This design comes from an exercise in tuning for small area on the open sky130 flow, not from production work.
At most, simulation tests tie the RTL to the original design; equivalence was not proved.

==> run Z <==
// converter
module converter(
    input clk,
    input rst,
    input [31:0] im,
    input iop,
    output [31:0] result,
    output [7:0] pc1,
    output [7:0] pc2,
    output [7:0] pc3,
    output [7:0] pc4,
    output [7:0] pn5,
    output [7:0] pn6,
    output [7:0] pn7,
    output [7:0] pn8
);
==> module converter, before the edit <==
module converter(
    input clk,
    input rst,
    input [31:0] im,
    input iop,
    output [31:0] result,
    output [7:0] pc1,
    output [7:0] pc2,
    output [7:0] pc3,
    output [7:0] pc4,
    output [7:0] pn5,
    output [7:0] pn6,
    output [7:0] pn7,
    output [7:0] pn8
);
    reg [2:0] ph;        
    reg [26:0] rem;      
    reg [22:0] q;        
    assign result = {9'd0, q};
    function [6:0] pick(input first, input [2:0] p, input [31:0] x);
        begin
            if (first) pick = {3'b000, x[31:28]};
            else case (p)
                3'd1: pick = x[27:21];
                3'd2: pick = x[20:14];
                3'd3: pick = x[13:7];
                default: pick = x[6:0];
            endcase
        end
    endfunction
    wire [6:0] bits = pick(rst, ph, im);
    function [26:0] add(input [26:0] a, input [26:0] b);
        reg c;
        integer k;
        begin
            c = 1'b0;
            for (k = 0; k < 27; k = k + 1) begin
                add[k] = a[k] ^ b[k] ^ c;
                c = (a[k] & b[k]) | (c & (a[k] ^ b[k]));
            end
        end
    endfunction
    function [29:0] step4(input [26:0] r, input [1:0] m, input op);
        reg [2:0] d;
        reg [26:0] a;
        begin
            if (op) d = (r[10:8] >= 3'd1) + (r[10:8] >= 3'd2) + (r[10:8] >= 3'd3) + (r[10:8] >= 3'd4) + (r[10:8] >= 3'd5);
            else d = (r[26:23] >= 4'd3) + (r[26:23] >= 4'd6) + (r[26:23] >= 4'd9) + (r[26:23] >= 4'd12);
            a = (op ? {25'd0, m} : 27'd62137 * m) - (op ? 27'd1000 : 27'd100000000) * d;
            step4 = {d, add({r[24:0], 2'd0}, a)};
        end
    endfunction
    function [30:0] step8(input [26:0] r, input [2:0] m, input op);
        reg [3:0] d;
        reg [26:0] a;
        begin
            if (op) d = (r[10:7] >= 4'd1) + (r[10:7] >= 4'd2) + (r[10:7] >= 4'd3) + (r[10:7] >= 4'd4) + (r[10:7] >= 4'd5) + (r[10:7] >= 4'd6) + (r[10:7] >= 4'd7) + (r[10:7] >= 4'd8) + (r[10:7] >= 4'd9) + (r[10:7] >= 4'd10) + (r[10:7] >= 4'd11);
            else d = (r[26:22] >= 5'd3) + (r[26:22] >= 5'd6) + (r[26:22] >= 5'd9) + (r[26:22] >= 5'd12) + (r[26:22] >= 5'd15) + (r[26:22] >= 5'd18) + (r[26:22] >= 5'd21) + (r[26:22] >= 5'd24) + (r[26:22] >= 5'd27);
            a = (op ? {24'd0, m} : 27'd62137 * m) - (op ? 27'd1000 : 27'd100000000) * d;
            step8 = {d, add({r[23:0], 3'd0}, a)};
        end
    endfunction
    function [36:0] steps(input [26:0] r0, input [6:0] x, input op);
        reg [26:0] r;
        reg [3:0] d0;
        reg [2:0] d1;
        reg [2:0] d2;
        begin
            r = r0;
            {d0, r} = step8(r, x[6:4], op);
            {d1, r} = step4(r, x[3:2], op);
            {d2, r} = step4(r, x[1:0], op);
            steps = {d0, d1, d2, r};
        end
    endfunction
    wire [26:0] r;
    wire [3:0] d0;
    wire [2:0] d1;
    wire [2:0] d2;
    assign {d0, d1, d2, r} = steps(rst ? 27'd0 : rem, bits, iop);
    wire last = !rst && ph == 3'd4;
    wire corr = last && (iop ? (r >= 27'd1000) : (r >= 27'd50000000));
    wire [7:0] s = ({5'd0, d0} << 4) + ({5'd0, d1} << 2) + ({5'd0, d2} << 0) + corr;
    function [15:0] inc(input [15:0] x, input c0);
        reg c;
        integer k;
        begin
            c = c0;
            for (k = 0; k < 16; k = k + 1) begin
                inc[k] = x[k] ^ c;
                c = c & x[k];
            end
        end
    endfunction
    wire [15:0] qhi = inc(rst ? 16'd0 : q[15:0], s[7]);
    always @(posedge clk) begin
        if (rst) ph <= 3'd1;
        else if (ph != 3'd5) ph <= ph + 3'd1;
        rem <= r;
        if (rst || ph != 3'd5) q <= {qhi, s[6:0]};
    end
    drawBits resultado(.v(q[13:0]), .s1(pc1), .s2(pc2), .s3(pc3), .s4(pc4));
    drawBits numero(.v(im[13:0]), .s1(pn5), .s2(pn6), .s3(pn7), .s4(pn8));
endmodule
==> module drawBits, before the edit <==
module drawBits(
    input [13:0] v,
    output [7:0] s1,
    output [7:0] s2,
    output [7:0] s3,
    output [7:0] s4
);
    function [3:0] add3(input [3:0] x);
        case (x)
            4'd5: add3 = 4'd8;
            4'd6: add3 = 4'd9;
            4'd7: add3 = 4'd10;
            4'd8: add3 = 4'd11;
            4'd9: add3 = 4'd12;
            default: add3 = x;
        endcase
    endfunction
    function [19:0] dd(input [13:0] x);
        integer i;
        begin
            dd = 20'd0;
            for (i = 13; i >= 0; i = i - 1) begin
                dd[3:0] = add3(dd[3:0]);
                dd[7:4] = add3(dd[7:4]);
                dd[11:8] = add3(dd[11:8]);
                dd[15:12] = add3(dd[15:12]);
                dd = {dd[18:0], x[i]};
            end
        end
    endfunction
    wire [19:0] b = dd(v);
    wire [7:0] t1;
    dTB a(.d(b[15:12]), .s(t1));
    dTB c(.d(b[11:8]), .s(s2));
    dTB e(.d(b[7:4]), .s(s3));
    dTB f(.d(b[3:0]), .s(s4));
    assign s1 = (b[19:16] != 4'd0) ? 8'd0 : t1;
endmodule
==> module dTB, before the edit <==
module dTB(
    input [3:0] d,
    output [7:0] s
);
    function [7:0] seg(input [3:0] x);
        case (x)
            4'd0: seg = 8'b11111100;
            4'd1: seg = 8'b01100000;
            4'd2: seg = 8'b11011010;
            4'd3: seg = 8'b11110010;
            4'd4: seg = 8'b01100110;
            4'd5: seg = 8'b10110110;
            4'd6: seg = 8'b00111110;
            4'd7: seg = 8'b11100000;
            4'd8: seg = 8'b11111110;
            4'd9: seg = 8'b11100110;
            default: seg = 8'b00000000;
        endcase
    endfunction
    assign s = seg(d);
endmodule
clock: 90.0 ns
lec_check: 0
abc_area: 1
cap_margin: 20
core_margin: 2
core_utilization: 40
cts_buf_list: sky130_fd_sc_hd__clkbuf_8
cts_cluster_size: 10
slew_margin: 20
standard.sh (not shown) runs the stock make flow with config.mk's settings and CLKGATE_MAP_FILE= SYNTH_SCRIPT=/design/flow/synth_recipe.tcl, a recipe that flattens the netlist after the stock synthesis.
==> flow/flow/run.sh <==
#!/bin/bash
# Own layout flow: the standard ORFS flow, with an area-oriented ABC script
# for synthesis (no buffering/upsizing, no full-adder extraction) and small
# buffers on the ports. Each tool's full log stays under orfs/logs/; make's own
# output goes to flow_make.log in the work folder.
set -euo pipefail
W=$(pwd)
rm -rf "$W/myscripts"
cp -r "$FLOW_HOME/scripts" "$W/myscripts"
cp "$W/flow/abc_area.script" "$W/myscripts/abc_area.script"
bash "$W/standard.sh" \
    SCRIPTS_DIR="$W/myscripts" \
    ADDER_MAP_FILE= \
    ABC_AREA=1 \
    "BUFFER_PORTS_ARGS=-buffer_cell sky130_fd_sc_hd__buf_1" \
    finish > "$W/flow_make.log" 2>&1
==> flow/flow/abc_area.script <==
strash
&get -n
&deepsyn -T 20
&put
dch -f
amap
topo
==> inputs of run M, as changes to run Z <==
==> flow/design.v (replaced) <==
module converter(
    input clk,
    input rst,
    input [31:0] im,
    input iop,
    output [31:0] result,
    output [7:0] pc1,
    output [7:0] pc2,
    output [7:0] pc3,
    output [7:0] pc4,
    output [7:0] pn5,
    output [7:0] pn6,
    output [7:0] pn7,
    output [7:0] pn8
);
    reg [2:0] ph;        
    reg [27:0] rem;      
    reg [22:0] q;        
    assign result = {9'd0, q};
    reg [6:0] bits;
    always @(*) begin
        if (rst) bits = {3'b000, im[31:28]};
        else case (ph)
            3'd1: bits = im[27:21];
            3'd2: bits = im[20:14];
            3'd3: bits = im[13:7];
            default: bits = im[6:0];
        endcase
    end
    function [27:0] add28(input [27:0] a, input [27:0] b);
        reg c;
        integer k;
        begin
            c = 1'b0;
            for (k = 0; k < 28; k = k + 1) begin
                add28[k] = a[k] ^ b[k] ^ c;
                c = (a[k] & b[k]) | (c & (a[k] ^ b[k]));
            end
        end
    endfunction
    function [30:0] step4(input [27:0] r, input [1:0] m, input op);
        reg [2:0] d;
        reg [4:0] u;
        reg [27:0] a;
        begin
            if (op) d = r[10:8];
            else begin
                u = r[27:23];
                d = (u >= 5'd4) + (u >= 5'd6) + (u >= 5'd9) + (u >= 5'd12) + (u >= 5'd15);
            end
            a = (op ? {26'd0, m} : 28'd62137 * m) - (op ? 28'd1000 : 28'd100000000) * d;
            step4 = {d, add28({r[25:0], 2'b00}, a)};
        end
    endfunction
    function [29:0] step2(input [27:0] r, input b, input op);
        reg [1:0] d;
        reg [27:0] a;
        begin
            if (op) d = r[10] ? 2'd2 : r[9] ? 2'd1 : 2'd0;
            else d = (r[27] || (r[26] && r[25])) ? 2'd2 : r[26] ? 2'd1 : 2'd0;
            a = (op ? {27'd0, b} : (b ? 28'd62137 : 28'd0)) - (op ? 28'd1000 : 28'd100000000) * d;
            step2 = {d, add28({r[26:0], 1'b0}, a)};
        end
    endfunction
    reg [27:0] r;
    reg [2:0] da, db, dc;
    reg [1:0] de;
    always @(*) begin
        r = rst ? 28'd0 : rem;
        {da, r} = step4(r, bits[6:5], iop);
        {db, r} = step4(r, bits[4:3], iop);
        {dc, r} = step4(r, bits[2:1], iop);
        {de, r} = step2(r, bits[0], iop);
    end
    wire last = !rst && ph == 3'd4;
    wire corr = last && (iop ? (r >= 28'd1000) : (r >= 28'd50000000));
    wire [7:0] s = {da, 5'd0} + {db, 3'd0} + {dc, 1'b0} + de + corr;
    reg [15:0] qhi;
    reg c;
    integer k;
    always @(*) begin
        c = s[7];
        for (k = 0; k < 16; k = k + 1) begin
            qhi[k] = (q[k] & !rst) ^ c;
            c = c & q[k] & !rst;
        end
    end
    always @(posedge clk) begin
        if (rst) ph <= 3'd1;
        else if (ph != 3'd5) ph <= ph + 3'd1;
        rem <= r;
        if (rst || ph != 3'd5) q <= {qhi, s[6:0]};
    end
    drawBits resultado(.v(q[13:0]), .s1(pc1), .s2(pc2), .s3(pc3), .s4(pc4));
    drawBits numero(.v(im[13:0]), .s1(pn5), .s2(pn6), .s3(pn7), .s4(pn8));
endmodule
module drawBits(
    input [13:0] v,
    output [7:0] s1,
    output [7:0] s2,
    output [7:0] s3,
    output [7:0] s4
);
    function [3:0] add3(input [3:0] x);
        case (x)
            4'd5: add3 = 4'd8;
            4'd6: add3 = 4'd9;
            4'd7: add3 = 4'd10;
            4'd8: add3 = 4'd11;
            4'd9: add3 = 4'd12;
            default: add3 = x;
        endcase
    endfunction
    reg [19:0] b;
    integer i;
    always @(*) begin
        b = 20'd0;
        for (i = 13; i >= 0; i = i - 1) begin
            b[3:0] = add3(b[3:0]);
            b[7:4] = add3(b[7:4]);
            b[11:8] = add3(b[11:8]);
            b[15:12] = add3(b[15:12]);
            b = {b[18:0], v[i]};
        end
    end
    wire [7:0] t1;
    dTB a(.d(b[15:12]), .s(t1));
    dTB c(.d(b[11:8]), .s(s2));
    dTB e(.d(b[7:4]), .s(s3));
    dTB f(.d(b[3:0]), .s(s4));
    assign s1 = (b[19:16] != 4'd0) ? 8'd0 : t1;
endmodule
module dTB(
    input [3:0] d,
    output reg [7:0] s
);
    always @(*) begin
        case (d)
            4'd0: s = 8'b11111100;
            4'd1: s = 8'b01100000;
            4'd2: s = 8'b11011010;
            4'd3: s = 8'b11110010;
            4'd4: s = 8'b01100110;
            4'd5: s = 8'b10110110;
            4'd6: s = 8'b00111110;
            4'd7: s = 8'b11100000;
            4'd8: s = 8'b11111110;
            4'd9: s = 8'b11100110;
            default: s = 8'b00000000;
        endcase
    end
endmodule
CTS_CLUSTER_SIZE = unset   (was 10)
==> inputs of run P, as changes to run Z <==
--- a/flow/design.v
+++ b/flow/design.v
@@ -45,7 +45,6 @@
         reg [26:0] a;
         begin
-            if (op) d = (r[10:8] >= 3'd1) + (r[10:8] >= 3'd2) + (r[10:8] >= 3'd3) + (r[10:8] >= 3'd4) + (r[10:8] >= 3'd5);
-            else d = (r[26:23] >= 4'd3) + (r[26:23] >= 4'd6) + (r[26:23] >= 4'd9) + (r[26:23] >= 4'd12);
-            a = (op ? {25'd0, m} : 27'd62137 * m) - (op ? 27'd1000 : 27'd100000000) * d;
+            d = (r[26:23] >= 4'd3) + (r[26:23] >= 4'd6) + (r[26:23] >= 4'd9) + (r[26:23] >= 4'd12);
+            a = (op ? 27'd100000 : 27'd62137) * m - 27'd100000000 * d;
             step4 = {d, add({r[24:0], 2'd0}, a)};
         end
@@ -55,7 +54,6 @@
         reg [26:0] a;
         begin
-            if (op) d = (r[10:7] >= 4'd1) + (r[10:7] >= 4'd2) + (r[10:7] >= 4'd3) + (r[10:7] >= 4'd4) + (r[10:7] >= 4'd5) + (r[10:7] >= 4'd6) + (r[10:7] >= 4'd7) + (r[10:7] >= 4'd8) + (r[10:7] >= 4'd9) + (r[10:7] >= 4'd10) + (r[10:7] >= 4'd11);
-            else d = (r[26:22] >= 5'd3) + (r[26:22] >= 5'd6) + (r[26:22] >= 5'd9) + (r[26:22] >= 5'd12) + (r[26:22] >= 5'd15) + (r[26:22] >= 5'd18) + (r[26:22] >= 5'd21) + (r[26:22] >= 5'd24) + (r[26:22] >= 5'd27);
-            a = (op ? {24'd0, m} : 27'd62137 * m) - (op ? 27'd1000 : 27'd100000000) * d;
+            d = (r[26:22] >= 5'd3) + (r[26:22] >= 5'd6) + (r[26:22] >= 5'd9) + (r[26:22] >= 5'd12) + (r[26:22] >= 5'd15) + (r[26:22] >= 5'd18) + (r[26:22] >= 5'd21) + (r[26:22] >= 5'd24) + (r[26:22] >= 5'd27);
+            a = (op ? 27'd100000 : 27'd62137) * m - 27'd100000000 * d;
             step8 = {d, add({r[23:0], 3'd0}, a)};
         end
@@ -80,5 +78,5 @@
     assign {d0, d1, d2, r} = steps(rst ? 27'd0 : rem, bits, iop);
     wire last = !rst && ph == 3'd4;
-    wire corr = last && (iop ? (r >= 27'd1000) : (r >= 27'd50000000));
+    wire corr = last && (iop ? (r >= 27'd100000000) : (r >= 27'd50000000));
     wire [7:0] s = ({5'd0, d0} << 4) + ({5'd0, d1} << 2) + ({5'd0, d2} << 0) + corr;
     function [15:0] inc(input [15:0] x, input c0);
@@ -93,10 +91,10 @@
         end
     endfunction
-    wire [15:0] qhi = inc(rst ? 16'd0 : q[15:0], s[7]);
+    wire [15:0] qhi = inc(q[15:0], s[7]);
     always @(posedge clk) begin
         if (rst) ph <= 3'd1;
         else if (ph != 3'd5) ph <= ph + 3'd1;
         rem <= r;
-        if (rst || ph != 3'd5) q <= {qhi, s[6:0]};
+        if (ph != 3'd5) q <= {qhi, s[6:0]};
     end
     drawBits resultado(.v(q[13:0]), .s1(pc1), .s2(pc2), .s3(pc3), .s4(pc4));
@@ -139,5 +137,5 @@
     dTB e(.d(b[7:4]), .s(s3));
     dTB f(.d(b[3:0]), .s(s4));
-    assign s1 = (b[19:16] != 4'd0) ? 8'd0 : t1;
+    assign s1 = b[16] ? 8'd0 : t1;   
 endmodule
 module dTB(
==> flow/flow/abc_area.script (replaced) <==
strash
&get -n
&deepsyn -T 20
&put
dch -f
amap
strash
&get -n
&deepsyn -T 20
&put
dch -f
amap -m
topo
CTS_CLUSTER_SIZE = 6   (was 10)
==> run notes <==
Outcome: run Z no timing/DRC/antenna violations; run P no timing/DRC/antenna violations; run M no timing/DRC/antenna violations
Non-CTS inverters: run Z 193; run P 170; run M 175
Number of flip-flops and latches: run Z 53; run P 53; run M 54
Sink count of the clock tree: run Z 53; run P 53; run M 54
Library cells used by synthesis: run Z 40; run P 39; run M 43
Sequential fraction of the synthesis area: run Z 15.1%; run P 15.7%; run M 14.8%
Non-clock buffer total of the final layout: run Z 119; run P 117; run M 119
Maximum single-stage delay on the critical path: run Z 0.49 ns; run P 0.63 ns; run M 0.64 ns
Number of synthesized register bits: run Z 53; run P 53; run M 54
Final Worst Setup Slack: run Z 43.78 ns; run P 43.83 ns; run M 37.70 ns
Core utilization of the finished layout: run Z 44.7%; run P 44.7%; run M 44.6%
Number of detailed-route iterations in the first pass: run Z 6; run P 5; run M 5
CP most frequent cell: run Z nor2_1; run P nor2_1; run M nand2_1
Vias in the first global route: run Z 9360; run P 8479; run M 9721
Height of the chip: run Z 150 um; run P 147 um; run M 153 um
Setup skew after layout: run Z 0.0210 ns; run P 0.0118 ns; run M 0.0173 ns
Met1 routing resource usage after global routing: run Z 32.0%; run P 27.7%; run M 32.5%
The RTL of run M was laid out without a check of its function.

-- port drivers added, routing unchanged --
How much do the figures lean on ideal ports? The routed layouts below were timed once more, with nothing changed but the port constraints. Step 1 (the two cells are an assumption about what drives the block):
set clk [get_ports {clk}]
set_driving_cell -lib_cell sky130_fd_sc_hd__clkbuf_16 $clk
set_driving_cell -lib_cell sky130_fd_sc_hd__buf_2 [delete_from_list [all_inputs] $clk]
Step 2, shift: input delay + t, output delay - t, t = (earliest + latest rising clock arrival at the registers) / 2. This alone moves slack from input paths to output paths. a / b / c = ideal / step 1 / step 2; a / b = the first two.
run | t (ns) | setup WS [ns] | hold slack, ns | latest minus earliest clock arrival (ns) | worst register clock-pin slew, ns
run Z | 0.369 | 43.783 / 43.804 / 43.435 | 0.485 / 0.485 / 0.485 | 0.021 / 0.022 | 0.12 / 0.12
run M | 0.379 | 37.700 / 37.717 / 37.339 | 0.527 / 0.527 / 0.527 | 0.017 / 0.017 | 0.12 / 0.12
run P | 0.371 | 43.827 / 43.806 / 43.806 | 0.445 / 0.445 / 0.445 | 0.012 / 0.012 | 0.11 / 0.11
After both steps setup and hold are still met in every run listed. The setup slack of run M, which loses most, moves by +0.017 ns with the drivers and by -0.361 ns with both steps.
